Context: an optimization exercise on an open-source flow, tuned for small area. The choices shown serve that exercise and are no tape-out recipe. The RTL was checked by simulation tests, not by an equivalence proof against the original design. The clock port is modelled as an ideal driver, which makes a skipped or thinned clock tree look cheaper than it is; a real chip needs a root buffer or a tree.

Setup of amber:
Design flash_dri, start of the top module:
module flash_dri
(
    input   wire        clk,
    input   wire        rst_n,
    output  reg         fls_sck,
    output  reg         fls_ncs,
    output  reg         fls_sdo,
    input   wire        fls_sdi,
    input   wire        start,
    input   wire [2:0]  mod_sel,
    input   wire [23:0] fls_addr,
    input   wire [7:0]  fls_write,
    output  reg  [7:0]  fls_read,
    output  reg         frd_en,
    output  reg  [23:0] frd_addr,
    output  reg  [7:0]  frd_data,
    output  reg  [15:0] id,
    output  reg         busy
);
For scale: roughly 78 flip-flops, about 100 I/O pins, roughly 3200 µm² of cells after synthesis.
export LEC_CHECK = 0
export CAP_MARGIN = 20
export CORE_MARGIN = 2
export CORE_UTILIZATION = 75
export PLACE_DENSITY = 0.88
export SLEW_MARGIN = 20
create_clock -name core_clock -period 5.0 [get_ports {clk}]
standard.sh (not shown) runs the stock make flow with config.mk's settings and CLKGATE_MAP_FILE= SYNTH_SCRIPT=/design/flow/synth_recipe.tcl, a recipe that flattens the netlist after the stock synthesis.
==> flow/flow/run.sh <==
#!/bin/bash
# Own layout flow: the standard layout (standard.sh), with two changes:
#  - synthesis is the standard synthesis script, except that ABC maps the
#    logic with an area-oriented script (flow/abc_area.script);
#  - the port buffers that global placement inserts are buf_1 cells;
#  - the clock tree is a few clock buffers fed by the clock port
#    (flow/cts_groups.tcl).
set -euo pipefail
W=$(pwd)
FL=$W/flow

# standard synthesis script, with the ABC mapping script swapped
{
  cat <<'TCL'
proc abc {args} {
  set i [lsearch -exact $args -script]
  if { $i >= 0 } { lset args [expr {$i + 1}] $::env(MY_ABC_SCRIPT) }
  yosys abc {*}$args
}
TCL
  cat "$W/synth_recipe.tcl"
} > "$W/own_synth.tcl"

export MY_ABC_SCRIPT="$FL/abc_area.script"
export BUFFER_PORTS_ARGS="-buffer_cell sky130_fd_sc_hd__buf_1"
# clock tree: a few clock buffers, each fed by the clock port
export PRE_CTS_TCL="$FL/cts_groups.tcl"
export CLKBUF_CELL=${CLKBUF_CELL:-sky130_fd_sc_hd__clkbuf_8}
export CLKBUF_GROUPS=${CLKBUF_GROUPS:-4}
export CLOCK_PORT_NET=clk

bash "$W/standard.sh" SYNTH_SCRIPT="$W/own_synth.tcl" finish > "$W/flow_make.log" 2>&1
==> flow/flow/abc_area.script <==
&get -n
&st
&dch -x
&nf -R 1000 -C 32 -F 20 -A 20 -E 100 -Q 100 -p
&put
Other scripts of this flow, unchanged in this note and not shown: flow/flow/cts_groups.tcl
> inputs changed (amber -> garnet)
==> flow/flow/abc_area.script <==
&get -n
&st
&b
&dch -x
&nf -R 1000 -C 32 -F 20 -A 20 -E 100 -Q 100 -p
&st
&dch -x
&nf -R 1000 -C 32 -F 20 -A 20 -E 100 -Q 100 -p
&put
==> comparison <==
On via count, amber and garnet are basically level. Post-layout minimum cycle time: garnet vs amber up 0.21 ns. garnet ends up with a met1 routing resource usage after global routing that is 0.25 points higher than in amber.
No run of this note takes its clock network from TritonCTS; it comes from the design's own scripts or RTL.

== the previous run ==
Another version of the RTL of flash_dri (not shown whole).
For scale: roughly 290 cells after synthesis, roughly 78 flip-flops, roughly 100 I/O pins.
export LEC_CHECK = 0
export CAP_MARGIN = 20
export CORE_MARGIN = 2
export CORE_UTILIZATION = 75
export PLACE_DENSITY = 0.88
export SLEW_MARGIN = 20
create_clock -name core_clock -period 5.0 [get_ports {clk}]
==> flow/flow/run.sh <==
#!/bin/bash
# Own layout flow: the standard layout (standard.sh), with these changes:
#  - synthesis is the standard synthesis script, except that ABC maps the
#    logic with an area-oriented script (flow/abc_area.script), and the
#    half- and full-adder cells are not used (Yosys's adder extraction would
#    otherwise fix them before ABC; ABC maps that logic smaller);
#  - the port buffers that global placement inserts are buf_1 cells;
#  - the clock tree is a few clock buffers fed by the clock port
#    (flow/cts_groups.tcl).
set -euo pipefail
W=$(pwd)
FL=$W/flow

# standard synthesis script, with the ABC mapping script swapped
{
  cat <<'TCL'
proc abc {args} {
  set i [lsearch -exact $args -script]
  if { $i >= 0 } { lset args [expr {$i + 1}] $::env(MY_ABC_SCRIPT) }
  yosys abc {*}$args
}
TCL
  cat "$W/synth_recipe.tcl"
} > "$W/own_synth.tcl"

export MY_ABC_SCRIPT="$FL/abc_area.script"
# the platform's config adds its own don't-use cells to these
export DONT_USE_CELLS="sky130_fd_sc_hd__ha_1 sky130_fd_sc_hd__ha_2 sky130_fd_sc_hd__ha_4 sky130_fd_sc_hd__fa_1 sky130_fd_sc_hd__fa_2 sky130_fd_sc_hd__fa_4"
export BUFFER_PORTS_ARGS="-buffer_cell sky130_fd_sc_hd__buf_1"
# clock tree: a few clock buffers, each fed by the clock port
export PRE_CTS_TCL="$FL/cts_groups.tcl"
export CLKBUF_CELL=${CLKBUF_CELL:-sky130_fd_sc_hd__clkbuf_8}
export CLKBUF_GROUPS=${CLKBUF_GROUPS:-4}
export CLOCK_PORT_NET=clk

bash "$W/standard.sh" SYNTH_SCRIPT="$W/own_synth.tcl" finish > "$W/flow_make.log" 2>&1
Other scripts of this flow, unchanged in this note and not shown: flow/flow/abc_area.script, flow/flow/cts_groups.tcl
The previous run | stages: all done | timing, DRC, antenna: all pass
For the current run, these inputs were changed with respect to the previous run:
-- flow/flow/run.sh --
<<< the previous run, line 26
export MY_ABC_SCRIPT="$FL/abc_area.script"
# the platform's config adds its own don't-use cells to these
export DONT_USE_CELLS="sky130_fd_sc_hd__ha_1 sky130_fd_sc_hd__ha_2 sky130_fd_sc_hd__ha_4 sky130_fd_sc_hd__fa_1 sky130_fd_sc_hd__fa_2 sky130_fd_sc_hd__fa_4"
export BUFFER_PORTS_ARGS="-buffer_cell sky130_fd_sc_hd__buf_1"
>>> the current run, line 26
export MY_ABC_SCRIPT="$FL/abc_area.script"
# The standard flow's config.mk, plus the adder cells as don't-use (the platform's config
# adds its own don't-use cells to these)
{
  echo "include $W/config.mk"
  echo "export DONT_USE_CELLS += sky130_fd_sc_hd__ha_1 sky130_fd_sc_hd__ha_2 sky130_fd_sc_hd__ha_4"
  echo "export DONT_USE_CELLS += sky130_fd_sc_hd__fa_1 sky130_fd_sc_hd__fa_2 sky130_fd_sc_hd__fa_4"
} > "$W/own_config.mk"
export BUFFER_PORTS_ARGS="-buffer_cell sky130_fd_sc_hd__buf_1"
<<< the previous run, line 35

bash "$W/standard.sh" SYNTH_SCRIPT="$W/own_synth.tcl" finish > "$W/flow_make.log" 2>&1
>>> the current run, line 40

bash "$W/standard.sh" DESIGN_CONFIG="$W/own_config.mk" SYNTH_SCRIPT="$W/own_synth.tcl" finish > "$W/flow_make.log" 2>&1
==> comparison <==
- The current run has completed all stages; timing, DRC and antenna checks passed.
- [the current run] post-route worst hold slack rose 6.7 ps relative to the previous run
- Taking the previous run as the reference, in the current run required time reported for the critical path endpoint has increased, count of non-filler cells in the finished layout has increased.
- Note that the number of placed instances, taps included recorded for the previous run amounts to 0.938 times the value seen in the current run.
- The current run does worse than the previous run on switching component of the power.
- [the current run vs the previous run] met3 layer usage reported by global route: higher in the current run
- Going from the previous run to the current run, count of non-CTS inverters in the layout went down 4, routed wire length now sits higher.
In every run of this note, the design's own scripts or RTL, not TritonCTS, make the clock network.

## separate check: timing with driven ports
No port has a modelled driver above. Below, the same layouts with a new extraction and two added sets of constraints.
Step 1 sets driving cells, clkbuf_16 on the clock port and buf_2 on the other inputs (assumed; they add their load-dependent delay and slew).
Step 2 moves the port delays by t, midway between the first and last clock arrival at a register: inputs arrive t later, outputs are due t later. That takes back most of the time a late clock gives input paths.
Slacks: ideal ports / drivers / drivers and shift; pairs: ideal ports / drivers.
| run | t (ns) | setup WS [ns] | slew at the worst register clock pin (ns) |
|---|---|---|---|
| amber | 0.227 | 1.441 / 1.457 / 1.231 | 0.12 / 0.12 |
| garnet | 0.226 | 1.233 / 1.272 / 1.047 | 0.12 / 0.12 |
| the previous run | 0.223 | 1.225 / 1.263 / 1.040 | 0.11 / 0.11 |
| the current run | 0.226 | 1.458 / 1.488 / 1.262 | 0.12 / 0.12 |
After both steps setup and hold are still met in every run listed. The setup slack of amber, which loses most, moves by +0.016 ns with the drivers and by -0.210 ns with both steps.
